From an optimization exercise on the open Yosys and OpenROAD flow, aimed at small area, a short achievable clock period and few clock cycles; shortcuts taken in it are not production practice. The RTL was checked by simulation tests, not by an equivalence proof against the original design. Power and IR drop assume default switching activity.

==> inputs of run F <==
// SCPU_TOP
module SCPU_TOP(
    input clk,
    input rstn,
    input instr_valid,
    input [31:0] instr,
    output instr_ready,
    output busy,
    input [4:0] dbg_rf_addr,
    output [31:0] dbg_rf_data,
    input [4:0] dbg_dm_addr,
    output [7:0] dbg_dm_data
);
wire        d_wr, d_ld, d_st, d_sub, d_useb, d_zero, d_sx, d_p2;
wire [1:0]  d_sz;
wire [11:0] d_imm;
ctrl ctrl_c(
    .instr(instr),
    .wr(d_wr), .ld(d_ld), .st(d_st), .sub(d_sub), .useb(d_useb),
    .zero(d_zero), .sz(d_sz), .sx(d_sx), .p2(d_p2)
);
EXT ext_c(
    .instr(instr),
    .st(d_st),
    .imm(d_imm)
);
reg        v_q;       
reg        wen_q;     
reg        p2_q;      
reg        ld_q;      
reg        st_q;      
reg [4:0]  rd_q, rs2_q;
reg [11:0] imm_q;
reg [31:0] a_q;
reg [5:0]  ea_q;
reg [14:0] wi_q;      
reg        sub_q, useb_q, zero_q, sx_q;
reg [1:0]  sz_q;
wire [31:0] rd1;
wire [31:0] result;
wire        fwd1 = wen_q & (rd_q == instr[19:15]);
wire [31:0] a_d  = fwd1 ? result : rd1;
wire [5:0]  ea_d = a_d[5:0] + d_imm[5:0];
always @(posedge clk or negedge rstn) begin
    if (!rstn) begin
        v_q   <= 1'b0;
        wen_q <= 1'b0;
        p2_q  <= 1'b0;
        ld_q  <= 1'b0;
        st_q  <= 1'b0;
    end else begin
        v_q   <= instr_valid;
        wen_q <= instr_valid & d_wr;
        p2_q  <= instr_valid & d_p2;
        ld_q  <= instr_valid & d_ld;
        st_q  <= instr_valid & d_st;
    end
end
always @(posedge clk) begin
    rd_q   <= instr[11:7];
    rs2_q  <= instr[24:20];
    imm_q  <= d_imm;
    a_q    <= a_d;
    ea_q   <= ea_d;
    wi_q   <= {{1'b0, ea_d[5:2]} + {4'd0, ea_d[1:0] > 2'd2},
               {1'b0, ea_d[5:2]} + {4'd0, ea_d[1:0] > 2'd1},
               {1'b0, ea_d[5:2]} + {4'd0, ea_d[1:0] > 2'd0}};
    sub_q  <= d_sub;
    useb_q <= d_useb;
    zero_q <= d_zero;
    sx_q   <= d_sx;
    sz_q   <= d_sz;
  ...
==> module dm, before the edit <==
module dm(
    input clk,
    input rstn,
    input we,
    input sel,
    input [5:0] addr,
    input [14:0] wi,
    input [4:0] daddr,
    input [31:0] din,
    input [1:0] sz,       
    input sx,
    output reg [31:0] dout,
    output [7:0] lane0
);
reg [7:0] mem [0:31];
reg [31:0] vld;
integer i;
wire [1:0] al = addr[1:0];
wire [31:0] rot = (al == 2'd0) ? din :
                  (al == 2'd1) ? {din[23:0], din[31:24]} :
                  (al == 2'd2) ? {din[15:0], din[31:16]} :
                                 {din[7:0],  din[31:8]};
reg [31:0] wen;
reg [6:0] off;
always @(*) begin
    for (i = 0; i < 32; i = i + 1) begin
        off = i[6:0] - {1'b0, addr};
        wen[i] = we && (off[6:2] == 5'd0) &&
                 ((off[1:0] == 2'd0) || (off[1:0] == 2'd1 && sz != 2'd0) || sz[1]);
    end
end
always @(posedge clk or negedge rstn) begin
    if (!rstn) vld <= 32'd0;
    else       vld <= vld | wen;
end
always @(posedge clk) begin
    for (i = 0; i < 32; i = i + 1)
        if (wen[i]) mem[i] <= rot[8*(i%4) +: 8];
end
wire [1:0] rl = sel ? al : daddr[1:0];
reg [7:0] bank [0:3];
reg [4:0] w;
integer k;
always @(*) begin
    for (k = 0; k < 4; k = k + 1) begin
        w = sel ? ((k == 3) ? {1'b0, addr[5:2]} : wi[5*k +: 5]) : {2'b0, daddr[4:2]};
        bank[k] = (w[4:3] == 2'd0 && vld[{w[2:0], k[1:0]}]) ? mem[{w[2:0], k[1:0]}] : 8'd0;
    end
end
wire [7:0] b0 = bank[rl];
wire [7:0] b1 = bank[rl + 2'd1];
wire [7:0] b2 = bank[rl + 2'd2];
wire [7:0] b3 = bank[rl + 2'd3];
assign lane0 = b0;
always @(*) begin
    case (sz)
        2'd0:    dout = {{24{sx & b0[7]}}, b0};
        2'd1:    dout = {{16{sx & b1[7]}}, b1, b0};
        default: dout = {b3, b2, b1, b0};
    endcase
end
endmodule
==> module SCPU_TOP, before the edit <==
module SCPU_TOP(
    input clk,
    input rstn,
    input instr_valid,
    input [31:0] instr,
    output instr_ready,
    output busy,
    input [4:0] dbg_rf_addr,
    output [31:0] dbg_rf_data,
    input [4:0] dbg_dm_addr,
    output [7:0] dbg_dm_data
);
wire        d_wr, d_ld, d_st, d_sub, d_useb, d_zero, d_sx, d_p2;
wire [1:0]  d_sz;
wire [11:0] d_imm;
ctrl ctrl_c(
    .instr(instr),
    .wr(d_wr), .ld(d_ld), .st(d_st), .sub(d_sub), .useb(d_useb),
    .zero(d_zero), .sz(d_sz), .sx(d_sx), .p2(d_p2)
);
EXT ext_c(
    .instr(instr),
    .st(d_st),
    .imm(d_imm)
);
reg        v_q;       
reg        wen_q;     
reg        p2_q;      
reg        ld_q;      
reg        st_q;      
reg [4:0]  rd_q, rs2_q;
reg [11:0] imm_q;
reg [31:0] a_q;
reg [5:0]  ea_q;
reg [14:0] wi_q;      
reg        sub_q, useb_q, zero_q, sx_q;
reg [1:0]  sz_q;
wire [31:0] rd1;
wire [31:0] result;
wire        fwd1 = wen_q & (rd_q == instr[19:15]);
wire [31:0] a_d  = fwd1 ? result : rd1;
wire [5:0]  ea_d = a_d[5:0] + d_imm[5:0];
always @(posedge clk or negedge rstn) begin
    if (!rstn) begin
        v_q   <= 1'b0;
        wen_q <= 1'b0;
        p2_q  <= 1'b0;
        ld_q  <= 1'b0;
        st_q  <= 1'b0;
    end else begin
        v_q   <= instr_valid;
        wen_q <= instr_valid & d_wr;
        p2_q  <= instr_valid & d_p2;
        ld_q  <= instr_valid & d_ld;
        st_q  <= instr_valid & d_st;
    end
end
always @(posedge clk) begin
    rd_q   <= instr[11:7];
    rs2_q  <= instr[24:20];
    imm_q  <= d_imm;
    a_q    <= a_d;
    ea_q   <= ea_d;
    wi_q   <= {{1'b0, ea_d[5:2]} + {4'd0, ea_d[1:0] > 2'd2},
               {1'b0, ea_d[5:2]} + {4'd0, ea_d[1:0] > 2'd1},
               {1'b0, ea_d[5:2]} + {4'd0, ea_d[1:0] > 2'd0}};
    sub_q  <= d_sub;
    useb_q <= d_useb;
    zero_q <= d_zero;
    sx_q   <= d_sx;
    sz_q   <= d_sz;
end
assign instr_ready = 1'b1;
assign busy = p2_q | ld_q | st_q | (wen_q & (rd_q == dbg_rf_addr));
wire [31:0] b;
RF U_RF(
    .clk(clk),
    .rstn(rstn),
    .we(wen_q),
    .wa(rd_q),
    .wd(result),
    .ra1(instr[19:15]),
    .ra2(p2_q ? rs2_q : dbg_rf_addr),
    .rd1(rd1),
    .rd2(b)
);
assign dbg_rf_data = b;
wire [31:0] sum;
alu U_alu(
    .a(a_q),
    .b(b),
    .imm(imm_q),
    .useb(useb_q),
    .sub(sub_q),
    .c(sum)
);
wire [31:0] ldv;
dm U_DM(
    .clk(clk),
    .rstn(rstn),
    .we(st_q),
    .sel(ld_q),
    .addr(ea_q),
    .wi(wi_q),
    .daddr(dbg_dm_addr),
    .din(b),
    .sz(sz_q),
    .sx(sx_q),
    .dout(ldv),
    .lane0(dbg_dm_data)
);
assign result = ld_q ? ldv : (zero_q ? 32'd0 : sum);
endmodule
Settings: LEC_CHECK=0, CAP_MARGIN=20, CORE_MARGIN=2, CORE_UTILIZATION=65, PLACE_DENSITY=0.75, SETUP_SLACK_MARGIN=4, SLEW_MARGIN=20; clock period 11.0 ns.
standard.sh (not shown) runs the stock make flow with config.mk's settings and CLKGATE_MAP_FILE= SYNTH_SCRIPT=/design/flow/synth_recipe.tcl, a recipe that flattens the netlist after the stock synthesis.
==> flow/flow/run.sh <==
#!/bin/bash
# Layout flow: the standard ORFS flow (standard.sh), with three ORFS
# variables set through the environment:
#   CTS_ARGS          clock tree without dummy loads, sink clusters of 24
#   BUFFER_PORTS_ARGS port buffers are buf_4 cells
#   SKIP_GATE_CLONING timing repair does not clone gates (after global route
#                     the clones were left driving nets over the max slew)
# The make output goes to flow_make.log; ORFS's own step logs are under orfs/logs.
set -euo pipefail
export CTS_ARGS="-sink_clustering_enable -repair_clock_nets -sink_clustering_size 24 -sink_clustering_max_diameter 60 -dont_use_dummy_load"
export BUFFER_PORTS_ARGS="-buffer_cell sky130_fd_sc_hd__buf_4"
export SKIP_GATE_CLONING=1
bash standard.sh finish > flow_make.log 2>&1
==> run D (differences from run F) <==
--- a/flow/design.v
+++ b/flow/design.v
@@ -117,3 +117,2 @@
     input [5:0] addr,
-    input [14:0] wi,
     input [4:0] daddr,
@@ -156,3 +155,3 @@
     for (k = 0; k < 4; k = k + 1) begin
-        w = sel ? ((k == 3) ? {1'b0, addr[5:2]} : wi[5*k +: 5]) : {2'b0, daddr[4:2]};
+        w = sel ? {1'b0, addr[5:2]} + ((k < al) ? 5'd1 : 5'd0) : {2'b0, daddr[4:2]};
         bank[k] = (w[4:3] == 2'd0 && vld[{w[2:0], k[1:0]}]) ? mem[{w[2:0], k[1:0]}] : 8'd0;
@@ -208,3 +207,2 @@
 reg [5:0]  ea_q;
-reg [14:0] wi_q;      
 reg        sub_q, useb_q, zero_q, sx_q;
@@ -215,3 +213,2 @@
 wire [31:0] a_d  = fwd1 ? result : rd1;
-wire [5:0]  ea_d = a_d[5:0] + d_imm[5:0];
 always @(posedge clk or negedge rstn) begin
@@ -236,6 +233,3 @@
     a_q    <= a_d;
-    ea_q   <= ea_d;
-    wi_q   <= {{1'b0, ea_d[5:2]} + {4'd0, ea_d[1:0] > 2'd2},
-               {1'b0, ea_d[5:2]} + {4'd0, ea_d[1:0] > 2'd1},
-               {1'b0, ea_d[5:2]} + {4'd0, ea_d[1:0] > 2'd0}};
+    ea_q   <= a_d[5:0] + d_imm[5:0];
     sub_q  <= d_sub;
@@ -277,3 +271,2 @@
     .addr(ea_q),
-    .wi(wi_q),
     .daddr(dbg_dm_addr),
==> flow/run.sh (new file) <==
#!/bin/bash
# synth_recipe.tcl (not shown) runs the flow's synth.tcl, then flattens the netlist and writes it again
# the make line also repeats each setting of config.mk as NAME=value (left out here)
make -C /OpenROAD-flow-scripts/flow DESIGN_CONFIG=/design/flow/config.mk WORK_HOME=/design/flow/orfs CLKGATE_MAP_FILE= SYNTH_SCRIPT=/design/flow/synth_recipe.tcl finish
--- a/flow/config.mk
+++ b/flow/config.mk
@@ -9,4 +9,4 @@
 export CORE_MARGIN = 2
-export CORE_UTILIZATION = 65
-export PLACE_DENSITY = 0.75
+export CORE_UTILIZATION = 50
+export PLACE_DENSITY = 0.6
 export SETUP_SLACK_MARGIN = 4
removed: flow/flow/run.sh
removed: flow/standard.sh
==> run C (differences from run F) <==
--- a/flow/design.v
+++ b/flow/design.v
@@ -133,10 +133,10 @@
                                  {din[7:0],  din[31:8]};
-reg [31:0] wen;
-reg [6:0] off;
-always @(*) begin
-    for (i = 0; i < 32; i = i + 1) begin
-        off = i[6:0] - {1'b0, addr};
-        wen[i] = we && (off[6:2] == 5'd0) &&
-                 ((off[1:0] == 2'd0) || (off[1:0] == 2'd1 && sz != 2'd0) || sz[1]);
-    end
+wire [31:0] ad = (32'd1 << addr[4:0]) & {32{~addr[5] & we}};
+wire        h  = (sz != 2'd0);    
+wire        wd = sz[1];           
+reg  [31:0] wen;
+always @(*) begin
+    for (i = 0; i < 32; i = i + 1)
+        wen[i] = ad[i] | (i >= 1 && h && ad[(i + 31) % 32]) |
+                 (i >= 2 && wd && ad[(i + 30) % 32]) | (i >= 3 && wd && ad[(i + 29) % 32]);
 end
@@ -153,3 +153,4 @@
 reg [4:0] w;
-integer k;
+reg [7:0] ws;
+integer k, m;
 always @(*) begin
@@ -157,9 +158,20 @@
         w = sel ? ((k == 3) ? {1'b0, addr[5:2]} : wi[5*k +: 5]) : {2'b0, daddr[4:2]};
-        bank[k] = (w[4:3] == 2'd0 && vld[{w[2:0], k[1:0]}]) ? mem[{w[2:0], k[1:0]}] : 8'd0;
-    end
-end
-wire [7:0] b0 = bank[rl];
-wire [7:0] b1 = bank[rl + 2'd1];
-wire [7:0] b2 = bank[rl + 2'd2];
-wire [7:0] b3 = bank[rl + 2'd3];
+        for (m = 0; m < 8; m = m + 1)
+            ws[m] = (w == m) && vld[4*m + k];
+        bank[k] = 8'd0;
+        for (m = 0; m < 8; m = m + 1)
+            bank[k] = bank[k] | ({8{ws[m]}} & mem[4*m + k]);
+    end
+end
+wire [3:0] roh = 4'd1 << rl;
+reg [7:0] b0, b1, b2, b3;
+always @(*) begin
+    b0 = 8'd0; b1 = 8'd0; b2 = 8'd0; b3 = 8'd0;
+    for (k = 0; k < 4; k = k + 1) begin
+        b0 = b0 | ({8{roh[k]}} & bank[k]);
+        b1 = b1 | ({8{roh[k]}} & bank[(k + 1) % 4]);
+        b2 = b2 | ({8{roh[k]}} & bank[(k + 2) % 4]);
+        b3 = b3 | ({8{roh[k]}} & bank[(k + 3) % 4]);
+    end
+end
 assign lane0 = b0;
--- a/flow/config.mk
+++ b/flow/config.mk
@@ -9,4 +9,4 @@
 export CORE_MARGIN = 2
-export CORE_UTILIZATION = 65
-export PLACE_DENSITY = 0.75
+export CORE_UTILIZATION = 55
+export PLACE_DENSITY = 0.65
 export SETUP_SLACK_MARGIN = 4
==> qor summary <==
| quantity | run D | run C | run F |
|---|---|---|---|
| Run status | complete, but fails checks | no timing/DRC/antenna violations | no timing/DRC/antenna violations |
| Violated checks | max-capacitance violations, max-slew violations | - | - |
| Achievable clock frequency | 135 MHz | 138 MHz | 141 MHz |
| Vertical die dimension | 357 um | 338 um | 315 um |
| Antenna diode count | 30 | 18 | 12 |
| Clk latency of the worst-skew pair | 840 ps | 760 ps | 770 ps |
| Slowest-stage cell, CP | sky130_fd_sc_hd__o31ai_1 | sky130_fd_sc_hd__or4_4 | sky130_fd_sc_hd__or3_1 |
| Sequential-cell power consumption | 5.81 mW | 5.90 mW | 5.92 mW |
| Critical path required time | 11620 ps | 11590 ps | 11510 ps |
| Final-stage net count | 5082 | 4770 | 4918 |
| Detailed-routing iteration count for the pre-antenna-repair pass | 17 | 16 | 17 |
| #MultiIn Comb | 2859 | 2589 | 2823 |
| Count of instances resized after the clock tree is built | 428 | 121 | 189 |
| Routed length on met1 | 99100 um | 91100 um | 83600 um |
| Post-layout minimum cycle time | 7430 ps | 7230 ps | 7110 ps |
| Non-Clock Inverter Count | 46 | 97 | 79 |
Testbench counts of run F, summed over its fixed seeds: cycles 16,007.
Testbench counts of run D, summed over its fixed seeds: cycles 16,007.
Testbench counts of run C, summed over its fixed seeds: cycles 16,007.

## separate check: timing with driven ports
Ports are ideal in the flow. The routed layouts listed here were re-timed in OpenROAD.
Step 1, drivers: a clkbuf_16 drives clk and a buf_2 each remaining input, both assumed.
Step 2 also shifts input and output timing later by t, the mid clock arrival at the registers, as if the neighbouring blocks saw the same clock.
Three values: ideal ports, drivers, drivers and shift; two values: the first two.
run	t, ns	setup WS [ns]	worst hold slack (ns)
run F	0.782	3.888 / 3.889 / 3.146	0.467 / 0.467 / 0.467
run D	0.889	3.567 / 3.560 / 2.671	0.464 / 0.464 / 0.464
run C	0.800	3.771 / 3.752 / 2.989	0.453 / 0.453 / 0.453
For run D, which loses most, drivers alone change the setup slack by -0.007 ns; drivers and shift together by -0.896 ns.
